This is an optimization exercise on Yosys and OpenROAD, whose aim is small area, not a production implementation. Only simulation tests tie the RTL to the original design; equivalence was not proved. Power is estimated from default activity; no workload was simulated.

`flow/run.sh`:
```
#!/bin/bash
# synth_recipe.tcl (not shown) runs the flow's synth.tcl, then flattens the netlist and writes it again
# the make line also repeats each setting of config.mk as NAME=value (left out here)
make -C /OpenROAD-flow-scripts/flow DESIGN_CONFIG=/design/flow/config.mk WORK_HOME=/design/flow/orfs CLKGATE_MAP_FILE= SYNTH_SCRIPT=/design/flow/synth_recipe.tcl finish
```
`flow/config.mk`:
```
export PLATFORM = sky130hd
export DESIGN_NAME = pdl
export DESIGN_NICKNAME = pdl
export VERILOG_FILES = /design/flow/design.v
export SDC_FILE = /design/flow/constraint.sdc
export NUM_CORES = 4
export LEC_CHECK = 0
export CAP_MARGIN = 20
export CORE_MARGIN = 2
export CORE_UTILIZATION = 40
export SLEW_MARGIN = 20
```
`flow/constraint.sdc`:
```
create_clock -name core_clock -period 10.0 [get_ports {clk}]
set_input_delay 2.0000 -clock core_clock [delete_from_list [all_inputs] [get_ports {clk}]]
set_output_delay 2.0000 -clock core_clock [all_outputs]
set_load 0.01 [all_outputs]
```
`flow/design.v`:
```
module pdl  
#(
          parameter N = 20,
          parameter OUT_NUM = 8 
)   
(   
      input [N-1:0] wb,  
      input [N-1:0] dl,  
      input clk,  
      input reset,  
      input trigger,  
      output reg delay_out  
);
 reg [2:0] fsm_clk;
 reg [N-1:0] DL ;  
 reg [N-1:0] TH;  
 reg [N-1:0] counter;  
 reg trigger_sync_1,trigger_sync_2;  
 reg timer_delay_enable, timer_width_enable;
 wire trigger_rising,trigger_falling;  
 reg reset_det1,reset_det2; 
 reg TimerEn;
 reg LoadEnReg;
always @(posedge clk)  
 begin  
           trigger_sync_1 <= trigger;            
           trigger_sync_2 <= trigger_sync_1;     
           reset_det1 <= reset;  
           reset_det2 <= reset_det1;
 end 
 assign trigger_rising = trigger_sync_1 & (~trigger_sync_2);   
 assign trigger_falling = trigger_sync_2 & (~trigger_sync_1);   
always @(posedge clk or negedge reset)
if ( ~reset ) begin  
    counter <= {N{1'b0}};
 end
else
 begin
     begin
         if(LoadEnReg == 1'b1)
         begin
             counter <= {N{1'b0}};
         end
     else if (TimerEn == 1'b1)
     begin
         counter <= counter + 1'b1;
     end
 end
end
always @( posedge clk)
 begin
     case(fsm_clk)
         3'b000: delay_out <= 0; 
         3'b001: delay_out <= 0;
         3'b011: delay_out <= 1;
         default: ;
    endcase
 end
 always@(posedge clk or negedge reset)
 if (~ reset)
 begin
     fsm_clk <= 3'b000;
     TH <= {N{1'b0}};
     DL <= {N{1'b0}};
     LoadEnReg <= 1'b1;
     TimerEn <= 1'b0;
 end
 else
 begin
     case (fsm_clk)
         3'b000: begin
             if ( trigger_rising == 1 ) 
             begin
                LoadEnReg <= 1'b1;
                TimerEn <= 1'b0;
                DL <= dl;
                fsm_clk <= 3'b001;
            end
         end
         3'b001: begin
             LoadEnReg <= 1'b0;
             TimerEn <= 1'b1;
             if ( counter == DL )
             begin
                TH <= dl + wb;
                fsm_clk <= 3'b011;
            end
         end
         3'b011: begin
             if ( counter == TH )
             begin
                 fsm_clk <= 3'b000;
             end
         end
         default: ;
    endcase
end
endmodule
```
==> impl_summary.txt, run 1 <==
----------------------------------------------------
[Place]
  Global placement routability congestion ... 0.885
  Port Buf Inserts ... 43
  Sum of net half-perimeters after detailed placement ... 7740 µm

[Drt]
  Ratio of routed vias to standard cells ... 5.43
  Detailed-route wire length ... 10,300 µm
  Final routed wire length divided by cell count ... 17.0 µm
  DRC violation total after the first TritonRoute iteration ... 127
  Number of iterations in the first detailed-routing pass ... 4
  Remaining antenna violation count ... 0
  Remaining routing DRC violations ... 0
  Vias post-DR ... 3,287

[Clocking]
  Clock latency on the worst-skew pair ... 0.35 ns
  Hold buffer count at cts ... 0
  Reg clk slew, reported paths ... 0.07 ns
  CTS tree ... yes
  Num CTS Buffers ... 9
  Num Clock Sinks ... 67
  Library cell used as clock root buffer ... sky130_fd_sc_hd__clkbuf_8
  Max Buffers Root-to-Sink ... 2
  Setup repair bufs after CTS ... 0
  Resized Gates After CTS ... 0
  H-tree lvl count ... 3

[Final layout]
  Final cell utilization of the core ... 47.8%
  Sequential cell area ... 1670 µm²
  Ant diodes ... 0
  Fraction of final layout cells sized beyond drive strength 1 ... 8.96%
  Synth-to-Final Area Change ... 17.2%
  Count of filler cells inserted in the layout ... 1,022
  Fin nets ... 528
  Multi-input gate area in the final layout ... 2350 µm²

[Floorplan]
  Starting density of the core ... 40.8%
  Cell Rows ... 37
  Area of the die ... 11,200 µm²
  Ports placed on the boundary ... 44
  Floorplan die height ... 106 µm
  Die boundary width ... 106 µm
  Area of the core ... 10,200 µm²

[STA]
  Slew Viols, Final ... 0
  Measured slew at the worst slew-check pin ... 0.845 ns
  Timing-limited maximum frequency ... 230 MHz
  Setup Viol. Count Final ... 0
  Total negative slack for setup checks ... 0 ns
  Worst rel slew slack ... 43.5%
  Ratio of final minimum period to clock period ... 43.5%
  Final worst path period need ... 4.35 ns
  Worst clock skew on the final layout ... 0.00866 ns
  RSZ-0062 raised after global routing ... false
  Number of hold-slack violations in the final timing report ... 0

[Setup path]
  R2r worst-path depth ... 5
  Type of the worst setup path ... input port to register
  Maximum fanout count along the critical path ... 5
  Cell with the biggest individual delay on the critical path ... sky130_fd_sc_hd__fa_1
  Critical path capture point type ... register
  Reg2Reg Capture Point ... TH[11]
  Top delay family on crit path ... compound AO/OA/AOI/OAI gates
  Critical path startpoint category ... input port
  Required time of the critical path ... 10.26 ns
  Delay of the slowest critical-path stage ... 0.44 ns
  Reg2reg setup slack ... 7.12 ns
  Buffering stage count on the worst path with inverters included ... 1
  Reg-to-Reg Start ... counter[12]
  Cells along the critical path ... clkdlybuf4s50_1 > ha_1 > fa_1 > a21oi_1 > o21ai_0 > a31o_2 > a211o_1 > a2111o_1 > o211ai_1
  Data arrival at the endpoint of the critical path ... 4.61 ns

[Global routing]
  Vias in the first global route ... 3,399
  Combined global-route utilization of all metal layers ... 19.6%
  Largest net degree at the start of global routing ... 65
  Wire length of the first global-routing pass ... 16,900 µm
  Number of antenna violations at the first check in global routing ... 0
  GRT overflow ... 0

[Synthesis]
  Syn. warnings ... 1
  Area leader, netlist ... sky130_fd_sc_hd__dfrtp_1
  Mux share of post-synthesis cell area ... 5.93%
  Combinational family with the most area after synthesis ... simple AND/OR/NAND/NOR gates
  Number of enable-type register cells in the synthesized netlist ... 1
  Simple logic cell fraction of the synthesized area ... 15.7%
  Part of the Yosys area used for sequential elements ... 40.3%
  Area share of xor/xnor cells in the synthesized design ... 13.7%
  Ys flop type ... sky130_fd_sc_hd__dfrtp_1
  Cell count after synthesis ... 428
  Total nets after synthesis ... 492
  Main area contributors after synthesis ... sky130_fd_sc_hd__dfrtp_1, sky130_fd_sc_hd__xor2_1, sky130_fd_sc_hd__ha_1
  Most instantiated library cell after synthesis ... sky130_fd_sc_hd__dfrtp_1
  Leading cell types by count after synthesis ... sky130_fd_sc_hd__dfrtp_1, sky130_fd_sc_hd__nand2_1, sky130_fd_sc_hd__xor2_1
  Adder-cell area share of the yosys netlist ... 6.51%
  Total of flip-flops plus latches after synthesis ... 67
  Top cell type's share of synthesized area ... 38.0%
  Avg Inst Size Synth ... 9.71 µm²
  Fraction of the mapped netlist area in compound gates ... 14.5%
  Area of the mapped netlist ... 4150 µm²
  Ys async rst share ... 95.5%
  Count of distinct cell types in the synthesized netlist ... 50

[Power]
  Leakage dissipation ... 2.13 nW
  Maximum VDD drop ... 0.0827 mV
  P_sw ... 0.238 mW
  Clk network pwr share ... 30.7%
  Switching Share ... 31.4%
  Logic pwr share ... 23.5%
  Cell Pwr Density ... 156 nW/µm²
  Internal power summed over all cells ... 0.520 mW
  Flop pwr share ... 45.9%

[Min path]
  Worst Hold Depth ... 0
  Startpoint of the worst hold path ... trigger_sync_1
  End point of the most critical hold path ... trigger_sync_2
  Worst Hold Class ... register to register

[Run status]
  Outcome ... no timing/DRC/antenna violations

[Run]
  Number of violations of the max-capacitance limit ... 0

----------------------------------------------------
==> worst max path at each step <==
stage          start     end  slack, ns  cells after the start
2_1_floorplan  wb[0]  TH[18]       6.01                      8
3_3_place_gp   wb[0]  TH[14]       5.40                      9
3_5_place_dp   dl[0]  TH[18]       5.31                      9
4_1_cts        dl[0]  TH[18]       5.66                      9
5_1_grt        wb[0]  TH[18]       5.58                      9
6_report       dl[0]  TH[18]       5.65                      9
==> stage by stage <==
step	std cells	area, µm²	setup WS, ns	hold WS [ns]	total power, mW
floorplan	428	4150	6.01	0.345	0.465
global placement	589	4670	5.40	0.359	0.525
detailed placement	589	4670	5.31	0.364	0.529
CTS	605	4870	5.66	0.378	0.763
global route	605	4870	5.58	0.390	0.802
finish	605	4870	5.65	0.380	0.758
==> cells by family (layout without fill, tap and decap cells) <==
family / after synthesis / in the layout
AO/OA/AOI/OAI: 89 / 89
buffers and inverters: 30 / 71
AND/OR/NAND/NOR: 134 / 134
flip-flops: 67 / 67
XOR/XNOR: 65 / 65
multiplexers: 22 / 22
adder cells (fa/ha/maj): 21 / 21
==> registers in the layout (all words and copies together) (netlist names) <==
| signal | cells |
|---|---|
| DL | 20 |
| LoadEnReg | 1 |
| TH | 20 |
| TimerEn | 1 |
| counter | 20 |
| delay_out | 1 |
| fsm_clk | 2 |
| trigger_sync_1 | 1 |
| trigger_sync_2 | 1 |
==> power groups by stage <==
stage	Sequential, mW	Clock [mW]	Combinational, mW
5_1_grt	0.352	0.251	0.199
6_report	0.347	0.232	0.178
3_3_place_gp	0.351	0	0.174
3_5_place_dp	0.352	0	0.177
4_1_cts	0.347	0.237	0.178
2_1_floorplan	0.329	0	0.136
==> layout make-up <==
type	count	share of cell area [%]
clock buffer	14	3.34
sequential	67	34.4
tap	136	3.49
inverter	9	0.694
multi-input combinational	331	48.2
timing repair buffer	46	9.20
clock inverter	2	0.719
==> routing by layer <==
metal	vias up	global-route usage (%)	wire length, µm
met2	70	31.9	4860
met1	1584	25.5	4770
met3	27	4.23	351
met5	-	0	0
li1	1606	-	-
met4	0	7.61	301
==> worst register-to-register path, cell delays in order (launching register included) <==
cell and delay (ns):
sky130_fd_sc_hd__dfrtp_1 0.48, sky130_fd_sc_hd__xor2_1 0.20, sky130_fd_sc_hd__nor4_1 0.54, sky130_fd_sc_hd__nand4_1 0.38, sky130_fd_sc_hd__nor2_1 0.75, sky130_fd_sc_hd__mux2_2 0.41
==> cell usage in the layout (no fill, tap or decap), types with 7 or more instances in the layout <==
cell                              synthesis  layout
sky130_fd_sc_hd__dfrtp_1                 63      63
sky130_fd_sc_hd__nand2_1                 43      43
sky130_fd_sc_hd__clkdlybuf4s50_1          0      42
sky130_fd_sc_hd__xor2_1                  40      40
sky130_fd_sc_hd__nor2_1                  27      27
sky130_fd_sc_hd__xnor2_1                 25      25
sky130_fd_sc_hd__a21oi_1                 23      23
sky130_fd_sc_hd__mux2_2                  21      21
sky130_fd_sc_hd__o21ai_0                 20      20
sky130_fd_sc_hd__ha_1                    20      20
sky130_fd_sc_hd__nand4_1                 12      12
sky130_fd_sc_hd__nor4_1                  11      11
sky130_fd_sc_hd__clkbuf_8                 0      11
sky130_fd_sc_hd__a21o_1                   9       9
sky130_fd_sc_hd__inv_1                    9       9
sky130_fd_sc_hd__nand3_1                  9       9
sky130_fd_sc_hd__or3_1                    7       7
==> inputs of run 2 (changes only) <==
==> flow/design.v (replaced) <==
module pdl
#(
          parameter N = 20,
          parameter OUT_NUM = 8
)
(
      input [N-1:0] wb,
      input [N-1:0] dl,
      input clk,
      input reset,
      input trigger,
      output reg delay_out
);
 reg s1, s2;
 reg [N-1:0] cnt;
 reg [N-1:0] tgt;
 reg in_dly, in_wid, load;
 wire rise  = s1 & ~s2;
 wire match = (cnt == tgt);
 wire idle  = ~in_dly & ~in_wid;
 wire [N-1:0] wg = wb & {N{in_dly}};
 wire [N:0] c;
 wire [N-1:0] sum;
 assign c[0] = 1'b0;
 genvar i;
 generate for (i = 0; i < N; i = i + 1) begin : g_add
     assign sum[i] = dl[i] ^ wg[i] ^ c[i];
     assign c[i+1] = (dl[i] & wg[i]) | (c[i] & (dl[i] ^ wg[i]));
 end endgenerate
 always @(posedge clk) begin
     s1 <= trigger;
     s2 <= s1;
     delay_out <= in_wid;
     cnt <= load ? {N{1'b0}} : cnt + 1'b1;
     if ((idle & rise) | (in_dly & match))
         tgt <= sum;
 end
 always @(posedge clk or negedge reset)
     if (~reset) begin
         in_dly <= 1'b0;
         in_wid <= 1'b0;
         load   <= 1'b1;
     end else if (idle) begin
         if (rise) begin
             load   <= 1'b1;
             in_dly <= 1'b1;
         end
     end else if (in_dly) begin
         load <= 1'b0;
         if (match) begin
             in_dly <= 1'b0;
             in_wid <= 1'b1;
         end
     end else begin
         if (match)
             in_wid <= 1'b0;
     end
endmodule
==> flow/flow/run.sh (new file) <==
#!/bin/bash
# Standard ORFS flow, with the port buffers made from the smallest buffer cell.
set -e
cp standard.sh standard_sh.log
cp config.mk config_orig.log
cat >> config.mk <<'EOT'
export BUFFER_PORTS_ARGS = -buffer_cell sky130_fd_sc_hd__buf_1
EOT
bash standard.sh > standard.log 2>&1
==> flow/standard.sh (new file) <==
#!/bin/bash
# synth_recipe.tcl (not shown) runs the flow's synth.tcl, then flattens the netlist and writes it again
# the make line also repeats each setting of config.mk as NAME=value (left out here)
make -C /OpenROAD-flow-scripts/flow DESIGN_CONFIG=/design/flow/config.mk WORK_HOME=/design/flow/orfs CLKGATE_MAP_FILE= SYNTH_SCRIPT=/design/flow/synth_recipe.tcl "${@:-finish}"
--- a/flow/config.mk
+++ b/flow/config.mk
@@ -9,3 +9,4 @@
 export CORE_MARGIN = 2
 export CORE_UTILIZATION = 40
 export SLEW_MARGIN = 20
+export BUFFER_PORTS_ARGS = -buffer_cell sky130_fd_sc_hd__buf_1
removed: flow/run.sh
==> impl_summary.txt, run 2 <==
----------------------------------------------------
[Global routing]
  Vias in the first global route ... 1,415 (-58%)
  Combined global-route utilization of all metal layers ... 13.0% (-6.6 points)
  Wire length of the first global-routing pass ... 6400 µm (-62%)
  Number of antenna violations at the first check in global routing ... 0 (unchanged)
  GRT overflow ... 0 (unchanged)
  Largest net degree at the start of global routing ... 26 (-60%)

[Drt]
  Final routed wire length divided by cell count ... 11.5 µm (-32%)
  Ratio of routed vias to standard cells ... 4.53 (-17%)
  Remaining antenna violation count ... 0 (unchanged)
  Detailed-route wire length ... 3720 µm (-64%)
  DRC violation total after the first TritonRoute iteration ... 74 (-42%)
  Remaining routing DRC violations ... 0 (unchanged)
  Number of iterations in the first detailed-routing pass ... 4 (unchanged)
  Vias post-DR ... 1,463 (-55%)

[Final layout]
  Commonest non-fill, non-tap cells in the layout ... sky130_fd_sc_hd__buf_1, sky130_fd_sc_hd__xnor2_1, sky130_fd_sc_hd__nor2_1
  Ant diodes ... 0 (unchanged)
  Sequential cell area ... 1140 µm² (-32%)
  Count of filler cells inserted in the layout ... 546 (-47%)
  Most common cell after layout, fill and taps aside ... sky130_fd_sc_hd__buf_1
  Multi-input gate area in the final layout ... 1220 µm² (-48%)
  Fin nets ... 310 (-41%)
  Final cell utilization of the core ... 46.7% (-1.1 points)
  Fin cells ... 323 (-47%)
  Post-route standard cell area excluding fillers ... 2730 µm² (-44%)
  Fraction of final layout cells sized beyond drive strength 1 ... 6.85% (-2.1 points)
  Synth-to-Final Area Change ... 13.5%
  Largest regs ... cnt: 20 flops, tgt: 20 flops

[Power]
  Internal power summed over all cells ... 0.323 mW (-38%)
  Logic pwr share ... 19.8% (-3.7 points)
  Total power consumption of the routed design ... 0.460 mW (-39%)
  Flop pwr share ... 56.5% (+11 points)
  Clk network pwr share ... 23.7% (-7.0 points)
  Maximum VDD drop ... 0.0725 mV (-12%)
  P_sw ... 0.137 mW (-43%)
  Cell Pwr Density ... 168 nW/µm² (+8.1%)
  Leakage dissipation ... 0.945 nW (-56%)
  Switching Share ... 29.7% (-1.7 points)

[Synthesis]
  Ys flop type ... sky130_fd_sc_hd__dfxtp_1
  Area leader, netlist ... sky130_fd_sc_hd__edfxtp_1
  Leading cell types by count after synthesis ... sky130_fd_sc_hd__xnor2_1, sky130_fd_sc_hd__nor2_1, sky130_fd_sc_hd__dfxtp_1
  Total of flip-flops plus latches after synthesis ... 46 (-31%)
  Ys async rst share ... 6.52% (-89 points)
  Number of enable-type register cells in the synthesized netlist ... 20 (+19)
  Cell count after synthesis ... 200 (-53%)
  Count of distinct cell types in the synthesized netlist ... 31 (-38%)
  Most instantiated library cell after synthesis ... sky130_fd_sc_hd__xnor2_1
  Main area contributors after synthesis ... sky130_fd_sc_hd__edfxtp_1, sky130_fd_sc_hd__dfxtp_1, sky130_fd_sc_hd__fa_1
  Area of the mapped netlist ... 2410 µm² (-42%)
  Top cell type's share of synthesized area ... 24.9% (-13 points)
  Syn. warnings ... 1 (unchanged)
  Part of the Yosys area used for sequential elements ... 47.2% (+7.0 points)
  Avg Inst Size Synth ... 12.0 µm² (+24%)
  Total nets after synthesis ... 263 (-47%)

[Place]
  Global placement routability congestion ... 0.707 (-20%)
  Port Buf Inserts ... 43 (unchanged)
  Placed cell count ... 315 (-47%)
  Sum of net half-perimeters after detailed placement ... 2920 µm (-62%)
  Post-placement setup slack ... 0.145 ns (-5.16 ns)
  Post-place instance area ... 2650 µm² (-43%)

[STA]
  Total negative slack for setup checks ... 0 ns (unchanged)
  RSZ-0062 raised after global routing ... false
  Worst setup slack after layout ... 0.487 ns (-5.17 ns)
  Timing-limited maximum frequency ... 105 MHz (-54%)
  Post-Route Hold Slack ... 0.370 ns (-0.0105 ns)
  Number of hold-slack violations in the final timing report ... 0 (unchanged)
  Worst rel slew slack ... 61.5% (+18 points)
  Final worst path period need ... 9.51 ns (+5.17 ns)
  Ratio of final minimum period to clock period ... 95.1% (+52 points)
  Slew Viols, Final ... 0 (unchanged)
  Measured slew at the worst slew-check pin ... 0.578 ns (-0.267 ns)
  Setup Viol. Count Final ... 0 (unchanged)
  Worst clock skew on the final layout ... 0.00439 ns (-0.00426 ns)

[Clocking]
  Setup repair bufs after CTS ... 0 (unchanged)
  Max Buffers Root-to-Sink ... 2 (unchanged)
  Reg clk slew, reported paths ... 0.08 ns (about the same)
  Num Clock Sinks ... 46 (-31%)
  Hold buffer count at cts ... 0 (unchanged)
  Num CTS Buffers ... 5 (-4)
  Resized Gates After CTS ... 0 (unchanged)
  H-tree lvl count ... 2 (-1)
  Clock latency on the worst-skew pair ... 0.30 ns (-0.05 ns)
  Library cell used as clock root buffer ... sky130_fd_sc_hd__clkbuf_8
  CTS tree ... yes

[Floorplan]
  Die boundary width ... 81.6 µm (-23%)
  Cell Rows ... 28 (-24%)
  Ports placed on the boundary ... 44 (unchanged)
  Area of the core ... 5850 µm² (-43%)
  Starting density of the core ... 41.1% (+0.36 points)
  Area of the die ... 6650 µm² (-41%)
  Floorplan die height ... 81.6 µm (-23%)

[Setup path]
  Critical path capture point type ... register
  Data arrival at the endpoint of the critical path ... 9.57 ns (+4.96 ns)
  Required time of the critical path ... 10.05 ns (-0.21 ns)
  Type of the worst setup path ... input port to register
  Maximum fanout count along the critical path ... 1 (-4)
  Critical path startpoint category ... input port
  Reg2reg setup slack ... 1.55 ns (-5.57 ns)

[Run]
  Number of violations of the max-capacitance limit ... 0 (unchanged)

[Run status]
  Outcome ... no timing/DRC/antenna violations

[Min path]
  Worst Hold Class ... register to register

----------------------------------------------------
run 2: cell count changes after synthesis, sizes merged, moves of 17 or more:
cell,before,now
a21oi,23,1
dfrtp,63,2
dfxtp,2,23
edfxtp,1,20
fa,1,18
ha,20,2
mux2,21,0
nand2,43,6
o21ai,20,2
xor2,40,10
run 2: power by group through the flow:
stage | Combinational, mW | Sequential (mW) | Clock [mW]
2_1_floorplan | 0.0729 | 0.255 | 0
3_3_place_gp | 0.0908 | 0.264 | 0
3_5_place_dp | 0.0923 | 0.263 | 0
4_1_cts | 0.0929 | 0.260 | 0.112
5_1_grt | 0.108 | 0.265 | 0.118
6_report | 0.0908 | 0.260 | 0.109
run 2: cell type report:
cell class,count,share of cell area (%)
tap,75,3.43
clock buffer,8,2.98
sequential,46,41.6
multi-input combinational,143,44.8
timing repair buffer,44,6.18
inverter,7,0.962
run 2: routing by layer:
metal	routed length, µm	vias up	global-route usage [%]
met2	1760	31	20.4
met4	88	0	7.00
met5	0	-	0
li1	-	752	-
met1	1730	674	17.1
met3	140	6	2.31
run 2: critical path: stages:
cell and delay (ns):
sky130_fd_sc_hd__buf_1 0.07, sky130_fd_sc_hd__and2_1 0.15, sky130_fd_sc_hd__ha_1 0.17, sky130_fd_sc_hd__inv_1 0.06, sky130_fd_sc_hd__fa_1 0.15, sky130_fd_sc_hd__inv_1 0.05
sky130_fd_sc_hd__fa_1 0.37, sky130_fd_sc_hd__fa_1 0.40, sky130_fd_sc_hd__fa_1 0.39, sky130_fd_sc_hd__fa_1 0.39, sky130_fd_sc_hd__fa_1 0.39, sky130_fd_sc_hd__fa_1 0.39
sky130_fd_sc_hd__fa_1 0.39, sky130_fd_sc_hd__fa_1 0.39, sky130_fd_sc_hd__fa_1 0.39, sky130_fd_sc_hd__fa_1 0.39, sky130_fd_sc_hd__fa_1 0.41, sky130_fd_sc_hd__fa_1 0.39
sky130_fd_sc_hd__fa_1 0.39, sky130_fd_sc_hd__fa_1 0.39, sky130_fd_sc_hd__fa_1 0.38, sky130_fd_sc_hd__fa_1 0.38, sky130_fd_sc_hd__fa_1 0.38, sky130_fd_sc_hd__xor2_1 0.18
sky130_fd_sc_hd__xnor2_1 0.12
run 2: kinds of logic (layout without fill, tap and decap cells):
group / count (synthesis) / in the layout / synth area share, %
and+or+nand+nor: 78 / 78 / 19.1
AOI/OAI and AO/OA: 6 / 6 / 1.61
xor gates and xnor gates: 39 / 39 / 14.2
adders and majority gates: 20 / 20 / 16.0
DFF: 46 / 46 / 47.2
buffers and inverters: 11 / 59 / 1.87
run 2: path summary, 6_finish.rpt:
kind | start | end | cells past startpoint
worst max-delay path | wb[0] | tgt[19] | 25
worst min-delay path | s1 | s2 | 0
worst max register to register | in_dly | tgt[19] | 24
worst min register to register | s1 | s2 | 0
max in group asynchronous | reset | load | 1
min in group asynchronous | reset | in_wid | 1
==> inputs of run 3 (changes only) <==
--- a/flow/design.v
+++ b/flow/design.v
@@ -30,12 +30,12 @@
  always @(posedge clk) begin
      s1 <= trigger;
      s2 <= s1;
-     delay_out <= in_wid;
+     delay_out <= in_wid & reset;
      cnt <= load ? {N{1'b0}} : cnt + 1'b1;
      if ((idle & rise) | (in_dly & match))
          tgt <= sum;
  end
- always @(posedge clk or negedge reset)
+ always @(posedge clk)
      if (~reset) begin
          in_dly <= 1'b0;
          in_wid <= 1'b0;
--- a/flow/config.mk
+++ b/flow/config.mk
@@ -8,5 +8,8 @@
 export CAP_MARGIN = 20
 export CORE_MARGIN = 2
 export CORE_UTILIZATION = 40
+export CTS_BUF_LIST = sky130_fd_sc_hd__clkbuf_16
+export CTS_CLUSTER_DIAMETER = 200
+export CTS_CLUSTER_SIZE = 50
 export SLEW_MARGIN = 20
 export BUFFER_PORTS_ARGS = -buffer_cell sky130_fd_sc_hd__buf_1
==> impl_summary.txt, run 3 <==
----------------------------------------------------
[Setup path]
  Reg-to-Reg Start ... in_dly
  Cell with the most instances on the worst path ... sky130_fd_sc_hd__fa_1
  Cell with the biggest individual delay on the critical path ... sky130_fd_sc_hd__fa_1
  Maximum fanout count along the critical path ... 1 (unchanged)
  Critical path capture point type ... register
  Required time of the critical path ... 10.03 ns (-0.02 ns)
  Type of the worst setup path ... input port to register
  Source of the critical timing path ... wb[0]
  Delay of the slowest critical-path stage ... 0.40 ns (about the same)
  Data arrival at the endpoint of the critical path ... 9.61 ns (+0.04 ns)
  Critical path startpoint category ... input port

[STA]
  Final worst path period need ... 9.58 ns (+0.0691 ns)
  Measured slew at the worst slew-check pin ... 0.716 ns (+0.138 ns)
  Number of hold-slack violations in the final timing report ... 0 (unchanged)
  Slew Viols, Final ... 0 (unchanged)
  Worst rel slew slack ... 52.2% (-9.3 points)
  Total negative slack for setup checks ... 0 ns (unchanged)
  Ratio of final minimum period to clock period ... 95.8% (+0.69 points)
  Timing-limited maximum frequency ... 104 MHz (-0.72%)
  Setup Viol. Count Final ... 0 (unchanged)
  RSZ-0062 raised after global routing ... false
  Post-Route Hold Slack ... 0.350 ns (-0.0196 ns)
  Worst clock skew on the final layout ... 0.00540 ns (+0.00100 ns)

[Run]
  Number of violations of the max-capacitance limit ... 0 (unchanged)

[Synthesis]
  Area leader, netlist ... sky130_fd_sc_hd__edfxtp_1
  Ys flop type ... sky130_fd_sc_hd__dfxtp_1
  Leading cell types by count after synthesis ... sky130_fd_sc_hd__dfxtp_1, sky130_fd_sc_hd__xor2_1, sky130_fd_sc_hd__edfxtp_1, sky130_fd_sc_hd__nor2_1
  Most instantiated library cell after synthesis ... sky130_fd_sc_hd__dfxtp_1
  Main area contributors after synthesis ... sky130_fd_sc_hd__edfxtp_1, sky130_fd_sc_hd__dfxtp_1, sky130_fd_sc_hd__fa_1
  Cell count after synthesis ... 202 (+1.0%)
  Syn. warnings ... 1 (unchanged)
  Area of the mapped netlist ... 2350 µm² (-2.3%)
  Ys async rst share ... 0% (-6.5 points)
  Number of enable-type register cells in the synthesized netlist ... 20 (unchanged)
  Top cell type's share of synthesized area ... 25.5% (+0.58 points)
  Count of distinct cell types in the synthesized netlist ... 27 (-13%)
  Total nets after synthesis ... 265 (+0.76%)
  Part of the Yosys area used for sequential elements ... 47.7% (+0.41 points)
  Total of flip-flops plus latches after synthesis ... 46 (unchanged)
  Avg Inst Size Synth ... 11.6 µm² (-3.3%)

[Final layout]
  Fraction of final layout cells sized beyond drive strength 1 ... 4.42% (-2.4 points)
  Largest regs ... cnt: 20 flops, tgt: 20 flops
  Ant diodes ... 0 (unchanged)
  Commonest non-fill, non-tap cells in the layout ... sky130_fd_sc_hd__buf_1, sky130_fd_sc_hd__dfxtp_1, sky130_fd_sc_hd__xor2_1
  Most common cell after layout, fill and taps aside ... sky130_fd_sc_hd__buf_1
  Synth-to-Final Area Change ... 16.0%
  Fin nets ... 311 (+0.32%)

[Clocking]
  Reg clk slew, reported paths ... 0.06 ns (-0.02 ns)
  Num Clock Sinks ... 46 (unchanged)
  Clock latency on the worst-skew pair ... 0.29 ns (about the same)
  Setup repair bufs after CTS ... 0 (unchanged)
  Hold buffer count at cts ... 0 (unchanged)
  Resized Gates After CTS ... 0 (unchanged)
  Library cell used as clock root buffer ... sky130_fd_sc_hd__clkbuf_16
  Max Buffers Root-to-Sink ... 2 (unchanged)
  Num CTS Buffers ... 5 (unchanged)
  CTS tree ... yes
  H-tree lvl count ... 2 (unchanged)

[Drt]
  Remaining antenna violation count ... 0 (unchanged)
  Remaining routing DRC violations ... 0 (unchanged)
  Vias post-DR ... 1,449 (-0.96%)
  Ratio of routed vias to standard cells ... 4.51 (-0.34%)
  Final routed wire length divided by cell count ... 12.2 µm (+5.8%)
  DRC violation total after the first TritonRoute iteration ... 111 (+50%)
  Detailed-route wire length ... 3910 µm (+5.2%)
  Number of iterations in the first detailed-routing pass ... 4 (unchanged)

[Floorplan]
  Die boundary width ... 80.7 µm (-1.1%)
  Area of the core ... 5610 µm² (-4.1%)
  Cell Rows ... 27 (-3.6%)
  Starting density of the core ... 41.9% (+0.80 points)
  Area of the die ... 6510 µm² (-2.2%)
  Floorplan die height ... 80.7 µm (-1.1%)
  Ports placed on the boundary ... 44 (unchanged)

[Power]
  Leakage dissipation ... 1.00 nW (+6.2%)
  Maximum VDD drop ... 0.0651 mV (-10%)
  Total power consumption of the routed design ... 0.398 mW (-13%)
  Cell Pwr Density ... 146 nW/µm² (-13%)

[Place]
  Port Buf Inserts ... 43 (unchanged)
  Sum of net half-perimeters after detailed placement ... 2950 µm (+0.95%)
  Global placement routability congestion ... 0.721 (+2.0%)

[Global routing]
  GRT overflow ... 0 (unchanged)
  Wire length of the first global-routing pass ... 6930 µm (+8.2%)
  Vias in the first global route ... 1,488 (+5.2%)
  Number of antenna violations at the first check in global routing ... 0 (unchanged)
  Combined global-route utilization of all metal layers ... 14.4% (+1.4 points)
  Largest net degree at the start of global routing ... 25 (-3.8%)

[Min path]
  Startpoint of the worst hold path ... s1
  Worst Hold Class ... register to register

[Run status]
  Outcome ... no timing/DRC/antenna violations

----------------------------------------------------
[run 3: logic make-up (layout without fill, tap and decap cells)]
| kind of cell | Yosys count | count (layout) | share of synthesized area (%) |
|---|---|---|---|
| xor gates and xnor gates | 38 | 38 | 14.1 |
| buffers and inverters | 11 | 58 | 1.81 |
| muxes | 2 | 2 | 0.904 |
| adders and majority gates | 20 | 20 | 16.4 |
| and+or+nand+nor | 78 | 78 | 17.6 |
| DFF | 46 | 46 | 47.7 |
| AOI/OAI and AO/OA | 7 | 7 | 1.49 |
[run 3: layout make-up]
cell class	instances	area, µm²
multi-input cells	145	1190
clock buffers	5	125
repair buffers	44	169
fillers	550	2880
well taps	72	90.1
inverters	6	22.5
flip-flops and latches	46	1120
clock inverters	3	12.5
[run 3: worst max-delay path, delay by kind of cell]
kind / cells / cell delay, ns
adder cells (fa/ha/maj): 19 / 6.98
buffers and inverters: 3 / 0.17
AND/OR/NAND/NOR: 1 / 0.14
XOR/XNOR: 2 / 0.32
[run 3: final timing paths]
check	depth (start not counted)	end	slack, ns
setup reg to reg	24	tgt[19]	1.87
hold / removal	0	s2	0.35
hold reg to reg	0	s2	0.35
setup / recovery	25	tgt[19]	0.42
[run 3: per-layer routing]
| metal | up-vias | wire length (µm) | track usage (%) |
|---|---|---|---|
| met4 | 0 | 91 | 6.61 |
| met2 | 39 | 1780 | 21.7 |
| met3 | 6 | 146 | 3.15 |
| met5 | - | 0 | 0 |
| met1 | 647 | 1900 | 19.7 |
| li1 | 757 | - | - |
[run 3: stage by stage]
step                      cell area (µm²)  std cells  worst slack [ns]  util, %
after floorplan                      2350        202             0.473        -
after global placement               2590        313             0.192     46.2
after detailed placement             2590        313             0.136     46.2
after CTS                            2730        321             0.419     48.7
after global routing                 2730        321            0.0860     48.7
final                                2730        321             0.418     48.7
[run 3: report_power, final]
part,switching [mW],total (mW),internal (mW)
Sequential,0.00476,0.211,0.206
Clock,0.0653,0.156,0.0905
Combinational,0.0162,0.0315,0.0153
Total,0.0862,0.398,0.312
==> inputs of run 4 (changes only) <==
--- a/flow/design.v
+++ b/flow/design.v
@@ -30,12 +30,12 @@
  always @(posedge clk) begin
      s1 <= trigger;
      s2 <= s1;
-     delay_out <= in_wid & reset;
+     delay_out <= in_wid;
      cnt <= load ? {N{1'b0}} : cnt + 1'b1;
      if ((idle & rise) | (in_dly & match))
          tgt <= sum;
  end
- always @(posedge clk)
+ always @(posedge clk or negedge reset)
      if (~reset) begin
          in_dly <= 1'b0;
          in_wid <= 1'b0;
==> flow/run.sh (new file) <==
#!/bin/bash
# synth_recipe.tcl (not shown) runs the flow's synth.tcl, then flattens the netlist and writes it again
# the make line also repeats each setting of config.mk as NAME=value (left out here)
make -C /OpenROAD-flow-scripts/flow DESIGN_CONFIG=/design/flow/config.mk WORK_HOME=/design/flow/orfs CLKGATE_MAP_FILE= SYNTH_SCRIPT=/design/flow/synth_recipe.tcl finish
==> flow/config.mk (replaced) <==
export PLATFORM = sky130hd
export DESIGN_NAME = pdl
export DESIGN_NICKNAME = pdl
export VERILOG_FILES = /design/flow/design.v
export SDC_FILE = /design/flow/constraint.sdc
export NUM_CORES = 4
export LEC_CHECK = 0
export CAP_MARGIN = 20
export CORE_MARGIN = 2
export CORE_UTILIZATION = 40
export SLEW_MARGIN = 20
removed: flow/flow/run.sh
removed: flow/standard.sh
==> impl_summary.txt, run 4 <==
----------------------------------------------------
[Power]
  Logic pwr share ... 20.5% (+13 points)
  Flop pwr share ... 51.7% (-1.2 points)
  P_sw ... 0.138 mW (+60%)
  Leakage dissipation ... 1.08 nW (+7.0%)
  Switching Share ... 27.4% (+5.7 points)
  Clk network pwr share ... 27.8% (-11 points)
  Maximum VDD drop ... 0.0659 mV (+1.2%)
  Cell Pwr Density ... 165 nW/µm² (+13%)
  Internal power summed over all cells ... 0.365 mW (+17%)

[Setup path]
  Critical path capture point type ... register
  Type of the worst setup path ... input port to register
  Data arrival at the endpoint of the critical path ... 9.78 ns (+0.17 ns)
  Required time of the critical path ... 10.04 ns (about the same)
  Critical path startpoint category ... input port
  Maximum fanout count along the critical path ... 1 (unchanged)

[Floorplan]
  Floorplan die height ... 81.6 µm (+1.1%)
  Area of the core ... 5850 µm² (+4.3%)
  Cell Rows ... 28 (+3.7%)
  Starting density of the core ... 41.1% (-0.80 points)
  Die boundary width ... 81.6 µm (+1.1%)
  Area of the die ... 6650 µm² (+2.2%)
  Ports placed on the boundary ... 44 (unchanged)

[Run]
  Number of violations of the max-capacitance limit ... 0 (unchanged)

[Synthesis]
  Most instantiated library cell after synthesis ... sky130_fd_sc_hd__xnor2_1
  Part of the Yosys area used for sequential elements ... 47.2% (-0.41 points)
  Total of flip-flops plus latches after synthesis ... 46 (unchanged)
  Total nets after synthesis ... 263 (-0.75%)
  Main area contributors after synthesis ... sky130_fd_sc_hd__edfxtp_1, sky130_fd_sc_hd__dfxtp_1, sky130_fd_sc_hd__fa_1
  Top cell type's share of synthesized area ... 24.9% (-0.58 points)
  Syn. warnings ... 1 (unchanged)
  Ys flop type ... sky130_fd_sc_hd__dfxtp_1
  Cell count after synthesis ... 200 (-0.99%)
  Ys async rst share ... 6.52% (+6.5 points)
  Count of distinct cell types in the synthesized netlist ... 31 (+15%)
  Area leader, netlist ... sky130_fd_sc_hd__edfxtp_1
  Avg Inst Size Synth ... 12.0 µm² (+3.4%)
  Area of the mapped netlist ... 2410 µm² (+2.3%)
  Number of enable-type register cells in the synthesized netlist ... 20 (unchanged)
  Leading cell types by count after synthesis ... sky130_fd_sc_hd__xnor2_1, sky130_fd_sc_hd__nor2_1, sky130_fd_sc_hd__dfxtp_1

[Final layout]
  Most common cell after layout, fill and taps aside ... sky130_fd_sc_hd__clkdlybuf4s50_1
  Count of filler cells inserted in the layout ... 517 (-6.0%)
  Sequential cell area ... 1140 µm² (+1.5%)
  Ant diodes ... 0 (unchanged)
  Final cell utilization of the core ... 52.1% (+3.4 points)
  Fin nets ... 310 (-0.32%)
  Fraction of final layout cells sized beyond drive strength 1 ... 8.87% (+4.5 points)
  Largest regs ... cnt: 20 flops, tgt: 20 flops
  Multi-input gate area in the final layout ... 1230 µm² (+3.9%)
  Synth-to-Final Area Change ... 26.6%
  Commonest non-fill, non-tap cells in the layout ... sky130_fd_sc_hd__clkdlybuf4s50_1, sky130_fd_sc_hd__xnor2_1, sky130_fd_sc_hd__nor2_1

[Clocking]
  Num Clock Sinks ... 46 (unchanged)
  Max Buffers Root-to-Sink ... 2 (unchanged)
  Reg clk slew, reported paths ... 0.08 ns (+0.02 ns)
  Library cell used as clock root buffer ... sky130_fd_sc_hd__clkbuf_8
  Setup repair bufs after CTS ... 0 (unchanged)
  Hold buffer count at cts ... 0 (unchanged)
  Clock latency on the worst-skew pair ... 0.29 ns (about the same)
  CTS tree ... yes
  H-tree lvl count ... 2 (unchanged)
  Num CTS Buffers ... 5 (unchanged)

[Place]
  Global placement routability congestion ... 0.740 (+2.6%)
  Port Buf Inserts ... 43 (unchanged)
  Post-placement setup slack ... -0.257 ns (-0.393 ns)
  Sum of net half-perimeters after detailed placement ... 3190 µm (+8.0%)

[STA]
  Worst clock skew on the final layout ... 0.00930 ns (+0.00391 ns)
  RSZ-0062 raised after global routing ... false
  Setup Viol. Count Final ... 0 (unchanged)
  Number of hold-slack violations in the final timing report ... 0 (unchanged)
  Measured slew at the worst slew-check pin ... 0.605 ns (-0.112 ns)
  Slew Viols, Final ... 0 (unchanged)
  Final worst path period need ... 9.74 ns (+0.160 ns)
  Worst rel slew slack ... 59.7% (+7.5 points)
  Ratio of final minimum period to clock period ... 97.4% (+1.6 points)
  Timing-limited maximum frequency ... 103 MHz (-1.6%)
  Worst setup slack after layout ... 0.258 ns (-0.160 ns)

[Global routing]
  Most used routing layer in global routing ... met2
  Largest net degree at the start of global routing ... 26 (+4.0%)
  GRT overflow ... 0 (unchanged)
  Number of antenna violations at the first check in global routing ... 0 (unchanged)
  Combined global-route utilization of all metal layers ... 13.7% (-0.63 points)
  Met1 Usage GRT ... 18.3% (-1.4 points)
  Wire length of the first global-routing pass ... 6760 µm (-2.4%)
  Vias in the first global route ... 1,462 (-1.7%)
  Routing usage on met2 ... 21.4% (-0.27 points)
  Met3 usage in global routing ... 3.08% (-0.069 points)

[Min path]
  Worst Hold Class ... register to register

[Drt]
  Final routed wire length divided by cell count ... 12.5 µm (+2.9%)
  Ratio of routed vias to standard cells ... 4.51 (about the same)
  Detailed-route wire length ... 4050 µm (+3.6%)
  Remaining antenna violation count ... 0 (unchanged)
  DRC violation total after the first TritonRoute iteration ... 72 (-35%)
  Number of iterations in the first detailed-routing pass ... 4 (unchanged)
  Remaining routing DRC violations ... 0 (unchanged)
  Vias post-DR ... 1,457 (+0.55%)

[Run status]
  Outcome ... no timing/DRC/antenna violations

----------------------------------------------------
run 4: cell types whose count changed in the layout (fill, tap and decap cells not counted), moves of 5 or more:
cell,previous run,this run
sky130_fd_sc_hd__clkdlybuf4s50_1,0,43
sky130_fd_sc_hd__clkbuf_8,0,6
sky130_fd_sc_hd__clkbuf_16,5,0
sky130_fd_sc_hd__nor2_1,20,26
sky130_fd_sc_hd__xnor2_1,15,29
sky130_fd_sc_hd__xor2_1,23,10
sky130_fd_sc_hd__buf_1,43,0
run 4: what timing repair did:
item,CTS,global route
setup endpoints to repair,0,1
hold endpoints to repair,0,0
resized for setup,0,4
run 4: area by class of cell:
| type | instances | area share [%] |
|---|---|---|
| Clock inverter | 1 | 0.986 |
| Clock buffer | 7 | 2.83 |
| Timing Repair Buffer | 44 | 14.4 |
| Tap cell | 75 | 3.08 |
| Inverter | 7 | 0.862 |
| Multi-Input combinational cell | 143 | 40.5 |
| Sequential cell | 46 | 37.3 |
run 4: power groups by stage:
stage | combinational (mW) | clock (mW) | sequential, mW
after global placement | 0.102 | 0 | 0.264
after floorplan | 0.0729 | 0 | 0.255
final | 0.103 | 0.140 | 0.260
after CTS | 0.105 | 0.146 | 0.260
after detailed placement | 0.105 | 0 | 0.264
after global routing | 0.120 | 0.155 | 0.266
run 4: through the flow:
| step | power (mW) | cells | hold WS [ns] | cell area [µm²] | TNS, ns |
|---|---|---|---|---|---|
| 4_1_cts | 0.511 | 323 | 0.372 | 3040 | 0 |
| 3_3_place_gp | 0.365 | 315 | 0.352 | 2920 | -0.134 |
| 6_report | 0.503 | 323 | 0.370 | 3050 | 0 |
| 2_1_floorplan | 0.328 | 200 | 0.343 | 2410 | 0 |
| 5_1_grt | 0.540 | 323 | 0.392 | 3050 | 0 |
| 3_5_place_dp | 0.368 | 315 | 0.360 | 2920 | -0.271 |
run 4: worst max-delay path, cell delays in order:
cell and delay (ns):
sky130_fd_sc_hd__clkdlybuf4s50_1 0.39, sky130_fd_sc_hd__and2_1 0.15, sky130_fd_sc_hd__ha_1 0.17, sky130_fd_sc_hd__inv_1 0.06, sky130_fd_sc_hd__fa_1 0.16, sky130_fd_sc_hd__inv_1 0.05, sky130_fd_sc_hd__fa_1 0.38, sky130_fd_sc_hd__fa_1 0.40
sky130_fd_sc_hd__fa_1 0.39, sky130_fd_sc_hd__fa_1 0.40, sky130_fd_sc_hd__fa_2 0.36, sky130_fd_sc_hd__fa_2 0.36, sky130_fd_sc_hd__fa_2 0.36, sky130_fd_sc_hd__fa_1 0.38, sky130_fd_sc_hd__fa_1 0.38, sky130_fd_sc_hd__fa_1 0.40
sky130_fd_sc_hd__fa_2 0.37, sky130_fd_sc_hd__fa_1 0.39, sky130_fd_sc_hd__fa_1 0.39, sky130_fd_sc_hd__fa_1 0.38, sky130_fd_sc_hd__fa_1 0.39, sky130_fd_sc_hd__fa_1 0.38, sky130_fd_sc_hd__fa_1 0.38, sky130_fd_sc_hd__xor2_1 0.18
sky130_fd_sc_hd__xnor2_1 0.13
run 4: path summary, 6_finish.rpt:
kind                            cells past startpoint  slack [ns]      end  startpoint
min in group asynchronous                           1        1.87   in_dly       reset
worst max-delay path                               25        0.26  tgt[19]       wb[0]
max in group asynchronous                           1        7.90     load       reset
worst min register to register                      0        0.37       s2          s1
worst max register to register                     24        1.63  tgt[19]      in_dly
worst min-delay path                                0        0.37       s2          s1
run 4: kinds of logic (layout without fill, tap and decap cells):
family                     Yosys count  in the layout  share of synthesized area (%)
DFF                                 46             46                           47.2
AOI/OAI and AO/OA                    6              6                           1.61
and+or+nand+nor                     78             78                           19.1
adders and majority gates           20             20                           16.0
buffers and inverters               11             59                           1.87
xor gates and xnor gates            39             39                           14.2
run 4: metal layers:
layer	part of all wire [%]	routed length, µm
met1	46	1860
met3	3.5	143
met2	49	1970
met5	0	0
met4	1.9	78

[re-timing with driven ports]
In the flow no input, the clock included, has a driving cell. The finished layouts below were timed again as built, in two steps. Step 1 (the two cells are an assumption about what drives the block):
set clk [get_ports {clk}]
set_driving_cell -lib_cell sky130_fd_sc_hd__clkbuf_16 $clk
set_driving_cell -lib_cell sky130_fd_sc_hd__buf_2 [delete_from_list [all_inputs] $clk]
Step 2 also shifts input and output timing later by t, the mid clock arrival at the registers, as if the neighbouring blocks saw the same clock. Slacks: ideal / step 1 / step 2; pairs: ideal / step 1.
run	t (ns)	setup WS [ns]	cell pins on the clock port's net
run 1	0.384	5.653 / 5.661 / 5.277	1
run 2	0.322	0.487 / 0.492 / 0.170	1
run 3	0.315	0.418 / 0.431 / 0.116	1
run 4	0.320	0.258 / 0.266 / -0.054	1
Met with ideal ports but missed after step 2: setup timing in run 4. The setup slack of run 1, which loses most, moves by +0.008 ns with the drivers and by -0.376 ns with both steps.
